This is an optimization exercise on Yosys and OpenROAD, whose aim is small area, a short achievable clock period and few clock cycles, not a production implementation. Where RTL was checked, it was by simulation tests only, not by an equivalence proof against the original. No activity file was given, so power comes from the tool's default toggle rates.

==> cedar: inputs <==
==> flow/design.v (excerpt) <==
module Match_Ctrl #(
    parameter Match_Threshold = 10,
    parameter PSR = 5  
)
(
    input clk,
    input rst,
    input start,
    output [59:0] dout,
    output dout_valid,
    output match_done,
    input wire [9:0] DesNum_RP,
    input wire [9:0] DesNum_RR,
    input wire [9:0] DesNum_RL,
    output  [9:0] R_R_addr,
    input [147:0] R_R_data,
    output  [9:0] R_P_addr,
    input [147:0] R_P_data,
    output [9:0] R_L_addr,
    input [147:0] R_L_data
    );
localparam IDLE = 2'd0, RUN = 2'd1, DRAIN = 2'd2;
reg [1:0] state;
reg [9:0] a, aprev, j;
reg rr_q;                        
reg fin;                         
reg [9:0] bestP, bestR;
wire zero = (DesNum_RL == 10'd0) || (DesNum_RP == 10'd0) || (DesNum_RR == 10'd0);
wire [9:0] j1 = j + 10'd1;
reg [9:0] mx;
always @(posedge clk)
    mx <= (DesNum_RP > DesNum_RR) ? DesNum_RP : DesNum_RR;
wire lastj = (j >= 10'd4) && (j1 >= mx);
wire [9:0] a1 = a + 10'd1;
wire lastL = (a1 == DesNum_RL);
wire go    = (state == IDLE) && start && !zero;
wire issue = go || ((state == RUN) && !rr_q);
reg v1, p1, r1, l1;
reg v2, p2, r2, l2;
reg v3, p3, r3, l3;
reg v4, p4, r4, l4;
reg dv1, dv2, done1, done2;
always @(posedge clk) begin
    p1 <= (j < DesNum_RP);
    r1 <= (j < DesNum_RR);
    l1 <= lastj;
    p2 <= p1; r2 <= r1; l2 <= l1;
    p3 <= p2; r3 <= r2; l3 <= l2;
    p4 <= p3; r4 <= r3; l4 <= l3;
    if (rst) begin
        state <= IDLE;
        a <= 0;
        j <= 0;
        v1 <= 0; v2 <= 0; v3 <= 0; v4 <= 0;
        dv1 <= 0; dv2 <= 0;
        done1 <= 0; done2 <= 0;
    end else begin
        v1 <= issue;
        v2 <= v1;
        v3 <= v2;
        v4 <= v3;
        dv1 <= rr_q;
        dv2 <= dv1;
        done1 <= ((state == IDLE) && start && zero) || ((state == DRAIN) && fin);
        done2 <= done1;
        case (state)
            IDLE: begin
  ...
==> module Match_Ctrl, before the edit <==
module Match_Ctrl #(
    parameter Match_Threshold = 10,
    parameter PSR = 5  
)
(
    input clk,
    input rst,
    input start,
    output [59:0] dout,
    output dout_valid,
    output match_done,
    input wire [9:0] DesNum_RP,
    input wire [9:0] DesNum_RR,
    input wire [9:0] DesNum_RL,
    output  [9:0] R_R_addr,
    input [147:0] R_R_data,
    output  [9:0] R_P_addr,
    input [147:0] R_P_data,
    output [9:0] R_L_addr,
    input [147:0] R_L_data
    );
localparam IDLE = 2'd0, RUN = 2'd1, DRAIN = 2'd2;
reg [1:0] state;
reg [9:0] a, aprev, j;
reg rr_q;                        
reg fin;                         
reg [9:0] bestP, bestR;
wire zero = (DesNum_RL == 10'd0) || (DesNum_RP == 10'd0) || (DesNum_RR == 10'd0);
wire [9:0] j1 = j + 10'd1;
reg [9:0] mx;
always @(posedge clk)
    mx <= (DesNum_RP > DesNum_RR) ? DesNum_RP : DesNum_RR;
wire lastj = (j >= 10'd4) && (j1 >= mx);
wire [9:0] a1 = a + 10'd1;
wire lastL = (a1 == DesNum_RL);
wire go    = (state == IDLE) && start && !zero;
wire issue = go || ((state == RUN) && !rr_q);
reg v1, p1, r1, l1;
reg v2, p2, r2, l2;
reg v3, p3, r3, l3;
reg v4, p4, r4, l4;
reg dv1, dv2, done1, done2;
always @(posedge clk) begin
    p1 <= (j < DesNum_RP);
    r1 <= (j < DesNum_RR);
    l1 <= lastj;
    p2 <= p1; r2 <= r1; l2 <= l1;
    p3 <= p2; r3 <= r2; l3 <= l2;
    p4 <= p3; r4 <= r3; l4 <= l3;
    if (rst) begin
        state <= IDLE;
        a <= 0;
        j <= 0;
        v1 <= 0; v2 <= 0; v3 <= 0; v4 <= 0;
        dv1 <= 0; dv2 <= 0;
        done1 <= 0; done2 <= 0;
    end else begin
        v1 <= issue;
        v2 <= v1;
        v3 <= v2;
        v4 <= v3;
        dv1 <= rr_q;
        dv2 <= dv1;
        done1 <= ((state == IDLE) && start && zero) || ((state == DRAIN) && fin);
        done2 <= done1;
        case (state)
            IDLE: begin
                a <= 0;
                j <= 0;
                if (go) begin
                    j <= 1;
                    state <= RUN;
                end
            end
            RUN: begin
                if (!rr_q) begin
                    if (lastj) begin
                        j <= 0;
                        a <= a1;
                        aprev <= a;
                        if (lastL)
                            state <= DRAIN;
                    end else
                        j <= j1;
                end
            end
            default: begin  
                if (fin)
                    state <= IDLE;
            end
        endcase
    end
end
wire [127:0] dL = R_L_data[127:0];
wire rowok;
row_window u_row(.rowA(R_R_data[137:128]), .rowB(R_L_data[137:128]), .ok(rowok));
wire [39:0] yP, yR;
reg  [39:0] yP1, yR1;
wire [10:0] zP, zR;
reg  [10:0] zP2, zR2;
wire [7:0] dP, dR;
reg rk2, rk3, rk4;
hd_s1 u_s1P(.a(dL), .b(R_P_data[127:0]), .y(yP));
hd_s1 u_s1R(.a(dL), .b(R_R_data[127:0]), .y(yR));
hd_s2 u_s2P(.y(yP1), .z(zP));
hd_s2 u_s2R(.y(yR1), .z(zR));
hd_s3 u_s3P(.z(zP2), .d(dP));
hd_s3 u_s3R(.z(zR2), .d(dR));
reg [7:0] hdR;
reg [3:0] hdP;
reg ltP;
always @(posedge clk) begin
    yP1 <= yP;
    yR1 <= yR;
    zP2 <= zP;
    zR2 <= zR;
    hdR <= dR;
    hdP <= dP[3:0];
    ltP <= (dP < Match_Threshold);
    rk2 <= rowok;
    rk3 <= rk2;
    rk4 <= rk3;
end
reg fresh;
reg [9:0] jt;
reg [3:0] minP;
reg [7:0] minR;
reg rokR;
wire first = fresh;
wire [9:0] jc = first ? 10'd0 : jt;
wire [3:0] baseP = first ? 4'hF : minP;
wire updP = v4 && p4 && ltP && (hdP < baseP);
wire updR = v4 && r4 && (first || (hdR < minR));
wire [3:0] minP_n = updP ? hdP : ((v4 && first) ? 4'hF : minP);
wire rokR_n = updR ? rk4 : rokR;
wire fin_n = v4 && l4;
always @(posedge clk) begin
    if (v4)
        jt <= jc + 10'd1;
    minP <= minP_n;
    if (updP)
        bestP <= jc;
    if (updR) begin
        minR <= hdR;
        bestR <= jc;
    end
    rokR <= rokR_n;
    if (rst) begin
        fresh <= 1'b1;
        fin <= 1'b0;
        rr_q <= 1'b0;
    end else begin
        if (v4)
            fresh <= l4;
        fin <= fin_n;
        rr_q <= fin_n && (minP_n != 4'hF) && rokR_n;
    end
end
reg [59:0] dout_r;
always @(posedge clk)
    dout_r <= {R_R_data[147:128], R_P_data[147:128], R_L_data[147:128]};
assign R_L_addr = rr_q ? aprev : a;
assign R_P_addr = rr_q ? bestP : j;
assign R_R_addr = rr_q ? bestR : j;
assign dout = dout_r;
assign dout_valid = dv2;
assign match_done = done2;
endmodule
Settings: LEC_CHECK=0, ABC_CLOCK_PERIOD_IN_PS=2800, CAP_MARGIN=20, CORE_MARGIN=2, CORE_UTILIZATION=40, SETUP_SLACK_MARGIN=3.5, SLEW_MARGIN=20, SYNTH_HIERARCHICAL=1, SYNTH_MINIMUM_KEEP_SIZE=0; clock period 6.6 ns.
run.sh (not shown) runs the stock make flow with config.mk's settings and CLKGATE_MAP_FILE= SYNTH_SCRIPT=/design/flow/synth_recipe.tcl, a recipe that flattens the netlist after the stock synthesis.
==> onyx: changes against cedar <==
--- a/flow/design.v
+++ b/flow/design.v
@@ -325,8 +325,5 @@
 wire zero = (DesNum_RL == 10'd0) || (DesNum_RP == 10'd0) || (DesNum_RR == 10'd0);
 wire [9:0] j1 = j + 10'd1;
-reg [9:0] mx;
-always @(posedge clk)
-    mx <= (DesNum_RP > DesNum_RR) ? DesNum_RP : DesNum_RR;
-wire lastj = (j >= 10'd4) && (j1 >= mx);
+wire lastj = (j >= 10'd4) && (j >= DesNum_RP - 10'd1) && (j >= DesNum_RR - 10'd1);
 wire [9:0] a1 = a + 10'd1;
 wire lastL = (a1 == DesNum_RL);
--- a/flow/config.mk
+++ b/flow/config.mk
@@ -6,9 +6,7 @@
 export NUM_CORES = 4
 export LEC_CHECK = 0
-export ABC_CLOCK_PERIOD_IN_PS = 2800
 export CAP_MARGIN = 20
 export CORE_MARGIN = 2
 export CORE_UTILIZATION = 40
-export SETUP_SLACK_MARGIN = 3.5
 export SLEW_MARGIN = 20
 export SYNTH_HIERARCHICAL = 1
==> notes.md <==
metric	onyx	cedar
Fraction of area in multi-input gates	44.8%	46.4%
Number of cells on the worst reg-to-reg path	11	13
Maximum frequency from static timing analysis	212 MHz	304 MHz
Total via count in the routed design	12,300	12,400
Endpoint required time on the critical path	7030 ps	7080 ps
Starting DRC count in detailed routing	454	482
WL met3	2580 um	2730 um
Post-route cell area	24,900 sq um	27,200 sq um
Seq cells	276	286
PD cells	335 nW/um^2	327 nW/um^2
Non-clock buffering overhead in the final layout	23.0%	22.7%
Chip Width	217 um	219 um
Launch point of the critical path	DesNum_RP[3]	R_R_data[128]
Delay of the slowest cell on the worst path	590 ps	450 ps
Top layer used by detailed routing	met5	met4
Post-CTS setup buffer count	0	17
Met2 WL post-DR	28,100 um	29,000 um
Switching power as a share of total power	35.8%	36.2%
Routability congestion estimate	0.909	0.866
Share of cells above drive strength 1	4.00%	19.2%
Post-synthesis xor/xnor area fraction	14.9%	14.1%
Run status	no timing/DRC/antenna violations	no timing/DRC/antenna violations
Pin count of the biggest net entering global routing	36	35
Largest fanout of any net on the critical path	14	3
Global-route track usage on met2	40.4%	40.9%
Met3 usage in global routing	3.69%	3.23%
Testbench counts of cedar, summed over its fixed seeds: cycles 533,436.
No functional check of the RTL was part of onyx.

---

==> run a <==
Another version of the RTL of Match_Ctrl (not shown whole).
export LEC_CHECK = 0
export ABC_CLOCK_PERIOD_IN_PS = 2800
export CAP_MARGIN = 20
export CORE_MARGIN = 2
export CORE_UTILIZATION = 40
export CTS_CLUSTER_DIAMETER = 80
export CTS_CLUSTER_SIZE = 30
export SETUP_SLACK_MARGIN = 3.9
export SLEW_MARGIN = 20
export SYNTH_HIERARCHICAL = 1
export SYNTH_MINIMUM_KEEP_SIZE = 0
create_clock -name core_clock -period 6.6 [get_ports {clk}]
standard.sh (not shown) runs the stock make flow with config.mk's settings and CLKGATE_MAP_FILE= SYNTH_SCRIPT=/design/flow/synth_recipe.tcl, a recipe that flattens the netlist after the stock synthesis.
==> flow/flow/run.sh <==
#!/bin/bash
# The standard layout (standard.sh, all steps), except that the port
# buffers that global placement inserts on every input and output are
# sky130_fd_sc_hd__buf_1 cells (ORFS's BUFFER_PORTS_ARGS); timing repair may
# still resize them.  The whole make output goes to standard.log, and ORFS
# keeps each step's own log under orfs/logs/.
set -euo pipefail
export BUFFER_PORTS_ARGS="-buffer_cell sky130_fd_sc_hd__buf_1"
bash standard.sh > standard.log 2>&1
==> run b (differences from run a) <==
--- a/flow/design.v
+++ b/flow/design.v
@@ -286,41 +286,16 @@
 `timescale 1ns / 1ps
 module row_window(
     input [9:0] rowA,
     input [9:0] rowB,
     output ok
     );
-function plus1;
-    input [6:0] x, y;
-    integer k, i;
-    reg lo, hi, r;
-    begin
-        r = 1'b0;
-        for (k = 0; k < 7; k = k + 1) begin
-            lo = 1'b1;
-            hi = 1'b1;
-            for (i = 0; i < 7; i = i + 1) begin
-                if (i < k) lo = lo & ~x[i] & y[i];
-                if (i > k) hi = hi & ~(x[i] ^ y[i]);
-            end
-            r = r | (x[k] & ~y[k] & lo & hi);
-        end
-        plus1 = r;
-    end
-endfunction
-wire [6:0] A = rowA[9:3];
-wire [6:0] B = rowB[9:3];
-wire [3:0] a = {1'b0, rowA[2:0]};
-wire [3:0] b = {1'b0, rowB[2:0]};
-wire eq  = (A == B);
-wire aup = plus1(A, B);
-wire bup = plus1(B, A);
-wire near = (a <= b + 4'd4) && (b <= a + 4'd4);
-wire bfar = (b >= a + 4'd4);
-wire afar = (a >= b + 4'd4);
-assign ok = (eq && near) || (aup && bfar) || (bup && afar);
+wire [10:0] d = {1'b0, rowA} - {1'b0, rowB};
+wire hi0 = (d[10:3] == 8'h00);
+wire hi1 = (d[10:3] == 8'hFF);
+assign ok = (hi0 && (d[2:0] <= 3'd4)) || (hi1 && d[2]);
 endmodule
 `timescale 1ns / 1ps
 module Match_Ctrl #(
     parameter Match_Threshold = 10,
     parameter PSR = 5  
 )
@@ -346,25 +321,22 @@
 reg [9:0] la, pa, ra;            
 reg [7:0] grp;                   
 reg [7:0] gprev;                 
 reg [9:0] rem;                   
 reg [1:0] ldk;                   
 reg [9:0] j;                     
-reg [9:0] nPm1, nRm1, mlast;     
-wire [9:0] mx4;                  
+reg [9:0] mx, mlast;             
 reg [3:0] svq;                   
 reg [3:0] pend;                  
 reg fin;
 reg [4*10-1:0] bestP, bestR;
 wire [3:0] hitP;
 always @(posedge clk) begin
-    nPm1 <= DesNum_RP - 10'd1;
-    nRm1 <= DesNum_RR - 10'd1;
-    mlast <= (nPm1 > mx4) ? nPm1 : mx4;
+    mx <= (DesNum_RP > DesNum_RR) ? DesNum_RP : DesNum_RR;
+    mlast <= (mx > 10'd5) ? mx - 10'd1 : 10'd4;
 end
-assign mx4 = (nRm1 > 10'd4) ? nRm1 : 10'd4;
 wire zero = (DesNum_RL == 10'd0) || (DesNum_RP == 10'd0) || (DesNum_RR == 10'd0);
 wire lastj = (j == mlast);
 wire lastg = (rem <= 10'd4);
 wire [3:0] svalid = {rem > 10'd3, rem > 10'd2, rem > 10'd1, 1'b1};
 wire [3:0] H  = fin ? (hitP & svq) : pend;
 wire [3:0] Hlow = H & (~H + 4'd1);
@@ -469,14 +441,13 @@
 end
 wire [4*128-1:0] Lslot = {Ls3, Ls2, Ls1, R_L_data[127:0]};
 reg [4*40-1:0] yP1, yR1;
 reg [4*11-1:0] zP2, zR2;
 reg [4*8-1:0]  hdR;
 reg [4*4-1:0]  hdP;
-reg [3:0]      hiP;             
-reg [3:0]      hitr;
+reg [3:0]      ltP;
 reg [4*4-1:0]  minP;
 reg [4*8-1:0]  minR;
 reg fresh;
 reg [9:0] jt;
 wire first = fresh;
 wire [9:0] jc = first ? 10'd0 : jt;
@@ -489,39 +460,34 @@
     hd_s1 u_s1P(.a(Lslot[k*128 +: 128]), .b(R_P_data[127:0]), .y(yP));
     hd_s1 u_s1R(.a(Lslot[k*128 +: 128]), .b(R_R_data[127:0]), .y(yR));
     hd_s2 u_s2P(.y(yP1[k*40 +: 40]), .z(zP));
     hd_s2 u_s2R(.y(yR1[k*40 +: 40]), .z(zR));
     hd_s3 u_s3P(.z(zP2[k*11 +: 11]), .d(dP));
     hd_s3 u_s3R(.z(zR2[k*11 +: 11]), .d(dR));
-    wire [3:0] baseP = first ? Match_Threshold : minP[k*4 +: 4];
-    wire updP = v4 && p4 && !hiP[k] && (hdP[k*4 +: 4] < baseP);
+    wire [3:0] baseP = first ? 4'hF : minP[k*4 +: 4];
+    wire updP = v4 && p4 && ltP[k] && (hdP[k*4 +: 4] < baseP);
     wire updR = v4 && r4 && (first || (hdR[k*8 +: 8] < minR[k*8 +: 8]));
     always @(posedge clk) begin
         yP1[k*40 +: 40] <= yP;
         yR1[k*40 +: 40] <= yR;
         zP2[k*11 +: 11] <= zP;
         zR2[k*11 +: 11] <= zR;
         hdR[k*8 +: 8] <= dR;
         hdP[k*4 +: 4] <= dP[3:0];
-        hiP[k] <= (dP[7:4] != 4'd0);
+        ltP[k] <= (dP < Match_Threshold);
         if (updP) begin
             minP[k*4 +: 4] <= hdP[k*4 +: 4];
             bestP[k*10 +: 10] <= jc;
         end else if (v4 && first)
-            minP[k*4 +: 4] <= Match_Threshold;
+            minP[k*4 +: 4] <= 4'hF;
         if (updR) begin
             minR[k*8 +: 8] <= hdR[k*8 +: 8];
             bestR[k*10 +: 10] <= jc;
         end
     end
-    always @(posedge clk)
-        if (updP)
-            hitr[k] <= 1'b1;
-        else if (v4 && first)
-            hitr[k] <= 1'b0;
-    assign hitP[k] = hitr[k];
+    assign hitP[k] = (minP[k*4 +: 4] != 4'hF);
 end
 endgenerate
 always @(posedge clk) begin
     if (v4)
         jt <= jc + 10'd1;
     if (rst) begin
Settings changed: CTS_CLUSTER_DIAMETER 80 to unset, CTS_CLUSTER_SIZE 30 to unset, SETUP_SLACK_MARGIN 3.9 to 3.5.
==> run c (differences from run a) <==
--- a/flow/design.v
+++ b/flow/design.v
@@ -179,13 +179,13 @@
   wire s173, c174;
   fa3 u_s173(.a(c126), .b(c128), .c(c130), .s(s173), .co(c174));
   wire s175, c176;
   fa3 u_s175(.a(c132), .b(c134), .c(c136), .s(s175), .co(c176));
   assign y = {c176, c174, c172, c170, c140, c138, s175, s173, s171, s169, c168, c166, c164, c162, c160, c158, c156, c154, c152, s139, s167, s165, s163, s161, s159, s157, s155, s153, s151, c150, c148, c146, c144, c142, x[127], s149, s147, s145, s143, s141};
 endmodule
-module hd_s2(input [39:0] y, output [10:0] z);
+module hd_s2(input [39:0] y, output [13:0] z);
   wire s1, c2;
   fa3 u_s1(.a(y[0]), .b(y[1]), .c(y[2]), .s(s1), .co(c2));
   wire s3, c4;
   fa3 u_s3(.a(y[3]), .b(y[4]), .c(y[5]), .s(s3), .co(c4));
   wire s5, c6;
   fa3 u_s5(.a(y[6]), .b(y[7]), .c(y[8]), .s(s5), .co(c6));
@@ -232,31 +232,89 @@
   wire s47, c48;
   fa3 u_s47(.a(c32), .b(c34), .c(c36), .s(s47), .co(c48));
   wire s49, c50;
   fa3 u_s49(.a(s37), .b(s39), .c(y[39]), .s(s49), .co(c50));
   wire s51, c52;
   fa3 u_s51(.a(c38), .b(c40), .c(c26), .s(s51), .co(c52));
-  wire s53, c54;
-  fa3 u_s53(.a(c42), .b(s43), .c(s45), .s(s53), .co(c54));
-  wire s55, c56;
-  fa3 u_s55(.a(c44), .b(c46), .c(s47), .s(s55), .co(c56));
-  wire s57, c58;
-  fa3 u_s57(.a(c48), .b(c50), .c(s51), .s(s57), .co(c58));
-  assign z = {c52, c58, s57, c56, s49, s55, c54, s53, s41, s3, s1};
+  assign z = {c52, s51, c50, c48, s49, s47, c46, c44, s45, s43, c42, s41, s3, s1};
 endmodule
-module hd_s3(input [10:0] z, output [7:0] d);
+module hd_s3(input [13:0] z, output [7:0] d);
   wire s1, c2;
-  fa3 u_s1(.a(z[4]), .b(z[5]), .c(z[6]), .s(s1), .co(c2));
-  wire s3 = z[7] ^ z[8];
-  wire c4 = z[7] & z[8];
-  wire s5 = z[9] ^ z[10];
-  wire c6 = z[9] & z[10];
-  wire [7:0] ra = {1'b0, c6, c4, c2, s1, z[3], z[2], z[0]};
-  wire [7:0] rb = {1'b0, 1'b0, s5, s3, 1'b0, 1'b0, 1'b0, z[1]};
+  fa3 u_s1(.a(z[3]), .b(z[4]), .c(z[5]), .s(s1), .co(c2));
+  wire s3, c4;
+  fa3 u_s3(.a(z[6]), .b(z[7]), .c(z[8]), .s(s3), .co(c4));
+  wire s5, c6;
+  fa3 u_s5(.a(z[10]), .b(z[11]), .c(z[12]), .s(s5), .co(c6));
+  wire s7, c8;
+  fa3 u_s7(.a(c2), .b(s3), .c(z[9]), .s(s7), .co(c8));
+  wire s9 = c4 ^ s5;
+  wire c10 = c4 & s5;
+  wire s11 = c6 ^ z[13];
+  wire c12 = c6 & z[13];
+  wire [7:0] ra = {1'b0, c12, c10, c8, s7, s1, z[2], z[0]};
+  wire [7:0] rb = {1'b0, 1'b0, s11, s9, 1'b0, 1'b0, 1'b0, z[1]};
   cpa8 u_add(.a(ra), .b(rb), .s(d));
 endmodule
+module hd_s2p(input [39:0] y, output [10:0] z);
+  wire s1, c2;
+  fa3 u_s1(.a(y[0]), .b(y[1]), .c(y[2]), .s(s1), .co(c2));
+  wire s3, c4;
+  fa3 u_s3(.a(y[3]), .b(y[4]), .c(y[5]), .s(s3), .co(c4));
+  wire s5, c6;
+  fa3 u_s5(.a(y[6]), .b(y[7]), .c(y[8]), .s(s5), .co(c6));
+  wire s7, c8;
+  fa3 u_s7(.a(y[9]), .b(y[10]), .c(y[11]), .s(s7), .co(c8));
+  wire s9, c10;
+  fa3 u_s9(.a(y[12]), .b(y[13]), .c(y[14]), .s(s9), .co(c10));
+  wire s11, c12;
+  fa3 u_s11(.a(y[15]), .b(y[16]), .c(y[17]), .s(s11), .co(c12));
+  wire s13, c14;
+  fa3 u_s13(.a(y[18]), .b(y[19]), .c(y[20]), .s(s13), .co(c14));
+  wire s15, c16;
+  fa3 u_s15(.a(y[21]), .b(y[22]), .c(y[23]), .s(s15), .co(c16));
+  wire s17, c18;
+  fa3 u_s17(.a(y[24]), .b(y[25]), .c(y[26]), .s(s17), .co(c18));
+  wire s19, c20;
+  fa3 u_s19(.a(y[27]), .b(y[28]), .c(y[29]), .s(s19), .co(c20));
+  wire s21, c22;
+  fa3 u_s21(.a(y[30]), .b(y[31]), .c(y[32]), .s(s21), .co(c22));
+  wire s23, c24;
+  fa3 u_s23(.a(y[33]), .b(y[34]), .c(y[35]), .s(s23), .co(c24));
+  wire s25, c26;
+  fa3 u_s25(.a(y[36]), .b(y[37]), .c(y[38]), .s(s25), .co(c26));
+  wire s27, c28;
+  fa3 u_s27(.a(c2), .b(c4), .c(s5), .s(s27), .co(c28));
+  wire s29, c30;
+  fa3 u_s29(.a(s7), .b(s9), .c(s11), .s(s29), .co(c30));
+  wire s31, c32;
+  fa3 u_s31(.a(c6), .b(c8), .c(c10), .s(s31), .co(c32));
+  wire s33, c34;
+  fa3 u_s33(.a(c12), .b(c14), .c(s15), .s(s33), .co(c34));
+  wire s35, c36;
+  fa3 u_s35(.a(s17), .b(s19), .c(s21), .s(s35), .co(c36));
+  wire s37, c38;
+  fa3 u_s37(.a(c16), .b(c18), .c(c20), .s(s37), .co(c38));
+  wire s39, c40;
+  fa3 u_s39(.a(c22), .b(c24), .c(s25), .s(s39), .co(c40));
+  wire s41, c42;
+  fa3 u_s41(.a(s27), .b(s29), .c(s13), .s(s41), .co(c42));
+  wire s43, c44;
+  fa3 u_s43(.a(c28), .b(c30), .c(s31), .s(s43), .co(c44));
+  wire s45, c46;
+  fa3 u_s45(.a(s33), .b(s35), .c(s23), .s(s45), .co(c46));
+  wire s47, c48;
+  fa3 u_s47(.a(c32), .b(c34), .c(c36), .s(s47), .co(c48));
+  wire s49, c50;
+  fa3 u_s49(.a(s37), .b(s39), .c(y[39]), .s(s49), .co(c50));
+  assign z = {c26 | c38 | c40 | c48 | c50, s49, s47, c46, c44, s45, s43, c42, s41, s3, s1};
+endmodule
+module hd_s3p(input [10:0] z, output [3:0] d, output hi);
+  wire [5:0] t = (6'd1 & {6{z[0]}}) + (6'd1 & {6{z[1]}}) + (6'd2 & {6{z[2]}}) + (6'd4 & {6{z[3]}}) + (6'd4 & {6{z[4]}}) + (6'd4 & {6{z[5]}}) + (6'd8 & {6{z[6]}}) + (6'd8 & {6{z[7]}}) + (6'd8 & {6{z[8]}}) + (6'd8 & {6{z[9]}});
+  assign d = t[3:0];
+  assign hi = (t[5:4] != 0) | z[10];
+endmodule
 module cpa8(input [7:0] a, input [7:0] b, output [7:0] s);
   wire [7:0] p = a ^ b;
   wire [7:0] g = a & b;
   wire G1_1 = g[1] | (p[1] & g[0]);
   wire P1_1 = p[1] & p[0];
   wire G1_3 = g[3] | (p[3] & g[2]);
@@ -466,13 +524,14 @@
     if (lq1 && lk1 == 2'd1) Ls1 <= R_L_data[127:0];
     if (lq1 && lk1 == 2'd2) Ls2 <= R_L_data[127:0];
     if (lq1 && lk1 == 2'd3) Ls3 <= R_L_data[127:0];
 end
 wire [4*128-1:0] Lslot = {Ls3, Ls2, Ls1, R_L_data[127:0]};
 reg [4*40-1:0] yP1, yR1;
-reg [4*11-1:0] zP2, zR2;
+reg [4*11-1:0] zP2;
+reg [4*14-1:0] zR2;
 reg [4*8-1:0]  hdR;
 reg [4*4-1:0]  hdP;
 reg [3:0]      hiP;             
 reg [3:0]      hitr;
 reg [4*4-1:0]  minP;
 reg [4*8-1:0]  minR;
@@ -481,31 +540,34 @@
 wire first = fresh;
 wire [9:0] jc = first ? 10'd0 : jt;
 genvar k;
 generate
 for (k = 0; k < 4; k = k + 1) begin : g_slot
     wire [39:0] yP, yR;
-    wire [10:0] zP, zR;
-    wire [7:0] dP, dR;
+    wire [10:0] zP;
+    wire [13:0] zR;
+    wire [3:0] dP;
+    wire hP;
+    wire [7:0] dR;
     hd_s1 u_s1P(.a(Lslot[k*128 +: 128]), .b(R_P_data[127:0]), .y(yP));
     hd_s1 u_s1R(.a(Lslot[k*128 +: 128]), .b(R_R_data[127:0]), .y(yR));
-    hd_s2 u_s2P(.y(yP1[k*40 +: 40]), .z(zP));
+    hd_s2p u_s2P(.y(yP1[k*40 +: 40]), .z(zP));
     hd_s2 u_s2R(.y(yR1[k*40 +: 40]), .z(zR));
-    hd_s3 u_s3P(.z(zP2[k*11 +: 11]), .d(dP));
-    hd_s3 u_s3R(.z(zR2[k*11 +: 11]), .d(dR));
+    hd_s3p u_s3P(.z(zP2[k*11 +: 11]), .d(dP), .hi(hP));
+    hd_s3 u_s3R(.z(zR2[k*14 +: 14]), .d(dR));
     wire [3:0] baseP = first ? Match_Threshold : minP[k*4 +: 4];
     wire updP = v4 && p4 && !hiP[k] && (hdP[k*4 +: 4] < baseP);
     wire updR = v4 && r4 && (first || (hdR[k*8 +: 8] < minR[k*8 +: 8]));
     always @(posedge clk) begin
         yP1[k*40 +: 40] <= yP;
         yR1[k*40 +: 40] <= yR;
         zP2[k*11 +: 11] <= zP;
-        zR2[k*11 +: 11] <= zR;
+        zR2[k*14 +: 14] <= zR;
         hdR[k*8 +: 8] <= dR;
-        hdP[k*4 +: 4] <= dP[3:0];
-        hiP[k] <= (dP[7:4] != 4'd0);
+        hdP[k*4 +: 4] <= dP;
+        hiP[k] <= hP;
         if (updP) begin
             minP[k*4 +: 4] <= hdP[k*4 +: 4];
             bestP[k*10 +: 10] <= jc;
         end else if (v4 && first)
             minP[k*4 +: 4] <= Match_Threshold;
         if (updR) begin
Settings changed: CTS_CLUSTER_DIAMETER 80 to 100, CTS_CLUSTER_SIZE 30 to 25.
==> qor summary <==
| quantity | run b | run a | run c |
|---|---|---|---|
| Area share of fa/ha/maj cells after synthesis | 0.3115 | 0.3122 | 0.3078 |
| Crit path arrival time | 3.60 ns | 3.37 ns | 3.40 ns |
| Worst path most repeated cell | a21o_1 | fa_1 | fa_2 |
| Proportion of cell area occupied by registers | 0.3805 | 0.3863 | 0.3920 |
| Number of inserted filler cells in the final layout | 15060 | 15040 | 14810 |
| Share of the synthesized netlist area taken by xor and xnor gates | 0.1410 | 0.1424 | 0.1409 |
| Power drawn by the sequential cells | 11.2 mW | 11.3 mW | 11.3 mW |
| Final-layout clock-cell area share | 0.05969 | 0.04377 | 0.02672 |
| Pleak | 28.72 nW | 29.41 nW | 28.49 nW |
| Endpoint of the worst-slack reg-to-reg timing path | ltP[1]$_DFF_P_ | zR2[25]$_DFF_P_ | hdR[15]$_DFF_P_ |
| Internal power summed over all cells | 21.19 mW | 19.71 mW | 17.78 mW |
| Final instance area | 76470 um2 | 76070 um2 | 75570 um2 |
| Fraction of synthesized area in multiplexers | 0.002123 | 0.004525 | 0.007988 |
| Run status | no timing/DRC/antenna violations | no timing/DRC/antenna violations | no timing/DRC/antenna violations |
| Number of clock buffers in the layout | 183 | 95 | 90 |
| Combined area of all synthesized cells | 68380 um2 | 68570 um2 | 67670 um2 |
| Final net count | 6660 | 6598 | 6383 |
Testbench counts of run a, summed over its fixed seeds: cycles 142,190.
Testbench counts of run b, summed over its fixed seeds: cycles 142,190.
Testbench counts of run c, summed over its fixed seeds: cycles 142,190.

[afterwards: timing with drivers on the ports]
How much do the figures lean on ideal ports? The routed layouts below were timed once more, with nothing changed but the port constraints.
Step 1, drivers: a clkbuf_16 drives clk and a buf_2 each remaining input, both assumed.
Step 2, shift: input delay + t, output delay - t, t = (earliest + latest rising clock arrival at the registers) / 2. This alone moves slack from input paths to output paths.
Three values: ideal ports, drivers, drivers and shift; two values: the first two.
run | t, ns | slack for setup (ns) | worst hold slack (ns)
cedar | 0.605 | 3.315 / 3.340 / 2.735 | 0.326 / 0.326 / 0.326
onyx | 0.599 | 1.894 / 1.923 / 1.324 | 0.326 / 0.326 / 0.326
run a | 0.807 | 3.842 / 3.759 / 2.952 | 0.330 / 0.330 / 0.330
run b | 0.859 | 3.619 / 3.624 / 2.827 | 0.325 / 0.325 / 0.325
run c | 0.831 | 3.847 / 3.866 / 3.035 | 0.336 / 0.336 / 0.336
After both steps setup and hold are still met in every run listed. For run a, which loses most, drivers alone change the setup slack by -0.083 ns; drivers and shift together by -0.890 ns.
